Context: an optimization exercise on an open-source flow, tuned for small area and a short achievable clock period. The choices shown serve that exercise and are no tape-out recipe.
Only simulation tests tie the RTL to the original design; equivalence was not proved.
Power and IR drop assume default switching activity.

job 9122:
## SIMD
module SIMD(
input [11:0] instruction,
input clk,
input rst,
output [31:0] outputvalue
);
Size: about 46 I/O pins, about 26000 sq um of cells after synthesis.
==> flow/config.mk <==
export PLATFORM = sky130hd
export DESIGN_NAME = SIMD
export DESIGN_NICKNAME = SIMD
export VERILOG_FILES = /design/flow/design.v
export SDC_FILE = /design/flow/constraint.sdc
export NUM_CORES = 4
export LEC_CHECK = 0
export CAP_MARGIN = 20
export CORE_MARGIN = 2
export CORE_UTILIZATION = 60
export CTS_CLUSTER_DIAMETER = 150
export CTS_CLUSTER_SIZE = 16
export SLEW_MARGIN = 20
==> flow/constraint.sdc <==
create_clock -name core_clock -period 10.0 [get_ports {clk}]
set_input_delay 2.0000 -clock core_clock [delete_from_list [all_inputs] [get_ports {clk}]]
set_output_delay 2.0000 -clock core_clock [all_outputs]
set_load 0.01 [all_outputs]
standard.sh (not shown) runs the stock make flow with config.mk's settings and CLKGATE_MAP_FILE= SYNTH_SCRIPT=/design/flow/synth_recipe.tcl, a recipe that flattens the netlist after the stock synthesis.
==> flow/flow/run.sh <==
#!/bin/bash
set -euo pipefail
bash standard.sh SETUP_SLACK_MARGIN=5.5 finish > make_finish.log 2>&1
In summary, job 9122 completed successfully, with a layout that passed the timing, design-rule and antenna checks.
Setup changes, job 9122 to job 2922
Settings: CTS_CLUSTER_SIZE now 20, was 16.
Results
In the tables for job 2922 and job 9122, actual slew at the worst max-slew pin reads higher with job 9122. Job 2922 and job 9122 ended up with roughly the same share of the final layout cell area in sequential cells. Job 9122 → job 2922: number of setup violations in the final report flat, via count down about 0.6%. Job 2922 completed every stage of the flow, and the final layout passed the timing, design-rule and antenna checks.
Modified inputs, job 8606 compared to job 2922
Settings: TNS_END_PERCENT now 30, previously not set.
Results
- Sum of net half-perimeters after detailed placement: job 8606 vs job 2922 — no meaningful difference
- Diff job 8606..job 2922 | width of the chip | unchanged
- Clock sink count came out exactly the same in job 2922 and job 8606.
- On final-layout worst hold slack, job 8606 tracks job 2922 almost exactly.
- Job 2922 → job 8606: post-route fraction of the period consumed by the critical path dropped 0.25 points, post-layout worst setup margin rose by 25 ps.
- The lower minimum clock period after layout came out of job 8606.
- Job 8606 — total number of cells along the worst setup path 3 lower, job 2922 as reference
- Summary — number of nets at the end of the flow, job 8606 relative to job 2922: higher, by 23.
Here is what was changed in the inputs of job 5590 compared with job 8606.
Settings: TNS_END_PERCENT removed (was 30).
==> flow/flow/run.sh <==
#!/bin/bash
set -euo pipefail
bash standard.sh SETUP_SLACK_MARGIN=5.75 finish > make_finish.log 2>&1
### Flow results
Job 5590 and job 8606 all finish clean. | filler cell count in the final layout | lower: job 5590 |. Taking job 8606 as the reference point, the non-clock buffer count of job 5590 rises by 14%. On clock transition time at the flip-flop clock pins of the worst setup and hold paths, job 5590 tracks job 8606 almost exactly. Per the comparison of job 5590 with job 8606, share of the clock period used by the worst path after layout went down, total chip power went up by 2.4%, time the worst path needs with I/O delays and setup moved down. Job 5590 does worse than job 8606 on net switching power.

== red ==
SIMD, a different RTL version from the one above (not shown whole).
For scale: about 2200 cells after synthesis, ~46 I/O pins, ~27000 µm² of cells after synthesis.
## SIMD
module SIMD(
input [11:0] instruction,
input clk,
input rst,
output [31:0] outputvalue
);
clock: 10.0 ns
lec_check: 0
cap_margin: 20
core_margin: 2
core_utilization: 40
cts_buf_list: sky130_fd_sc_hd__clkbuf_4 sky130_fd_sc_hd__clkbuf_8
setup_slack_margin: 5
slew_margin: 20
run.sh (not shown) runs the stock make flow with config.mk's settings and CLKGATE_MAP_FILE= SYNTH_SCRIPT=/design/flow/synth_recipe.tcl, a recipe that flattens the netlist after the stock synthesis.
Stock flow here: none of the scripts above is used.
red was carried through to the last stage, and its layout satisfied the timing, design-rule and antenna checks.
Edits applied to the flow inputs when going from red to blue:
- SETUP_SLACK_MARGIN changed from 5 to 4
- CTS_BUF_LIST removed (was sky130_fd_sc_hd__clkbuf_4 sky130_fd_sc_hd__clkbuf_8)
==> run notes <==
- The origin of the worst setup path comes out ra[1] in one run and e_two[2] in the other, namely in red and blue respectively.
- Looking at capture point of the critical path, the rf[207] result is from red; the rf[222] one comes from blue.
- Routed wire length ended up 2.5% lower on blue than on red.
- Changes observed in blue relative to red: final cell count lower; area occupied by multi-input gates lower; number of global-route vias before repair lower.
## Diff of input files: green against blue
- CTS_CLUSTER_DIAMETER now 150, previously not set
- CTS_CLUSTER_SIZE now 26, previously not set
- CORE_UTILIZATION now 60, was 40
- SETUP_SLACK_MARGIN now 5, was 4
Findings:
- green completed end to end with timing, DRC and antenna clean.
- Summary of green over blue: final instance count without filler cells fell 10%, count of plain and timing-repair buffers in the layout rose 16.
- The worst setup timing slack at the placement stage of green is lower than that of blue.
- green: core utilization 21 points above blue
- When the final numbers for green and blue were put side by side, the clock buffer and inverter area fraction after layout turned out to be greater in blue.
Here is what was changed in the inputs of orange compared with green.
- CTS_BUF_LIST now sky130_fd_sc_hd__clkbuf_8 sky130_fd_sc_hd__clkbuf_16, previously not set
- CTS_CLUSTER_DIAMETER no longer set, was 150
- CTS_CLUSTER_SIZE now 40, was 26
Diff green -> orange | via count of the first global-routing pass | up slightly. orange vs green, termination of the worst setup path: rf[63] vs rf[79]. Re final standard cell area without fillers: green and orange aren't equal, and the higher value belongs to orange. Maximum clock rate delta (orange − green): favourable.

afterwards: timing with drivers on the ports:
In the flow no input, the clock included, has a driving cell. The finished layouts below were timed again as built, in two steps.
Step 1 sets driving cells, clkbuf_16 on the clock port and buf_2 on the other inputs (assumed; they add their load-dependent delay and slew).
Step 2, shift: input delay + t, output delay - t, t = (earliest + latest rising clock arrival at the registers) / 2. This alone moves slack from input paths to output paths.
Three values: no drivers, after step 1, after step 2; two values: the first two.
| run | t, ns | slack for setup (ns) | hold WS [ns] | worst setup path after step 2 |
|---|---|---|---|---|
| job 9122 | 0.685 | 5.428 / 5.428 / 5.428 | 0.328 / 0.328 / 0.328 | register to register |
| job 2922 | 0.656 | 5.444 / 5.444 / 5.444 | 0.332 / 0.332 / 0.332 | register to register |
| job 8606 | 0.661 | 5.470 / 5.470 / 5.367 | 0.333 / 0.333 / 0.333 | input to register |
| job 5590 | 0.671 | 5.489 / 5.489 / 5.489 | 0.335 / 0.335 / 0.335 | register to register |
| red | 0.740 | 5.123 / 5.123 / 4.554 | 0.324 / 0.324 / 0.324 | input to register |
| blue | 0.669 | 4.230 / 4.230 / 4.230 | 0.325 / 0.325 / 0.325 | register to register |
| green | 0.623 | 5.046 / 5.046 / 5.046 | 0.337 / 0.337 / 0.337 | register to register |
| orange | 0.655 | 5.118 / 5.118 / 5.118 | 0.326 / 0.326 / 0.326 | register to register |
After both steps setup and hold are still met in every run listed. The setup slack of red, which loses most, moves by 0.000 ns with the drivers and by -0.569 ns with both steps.
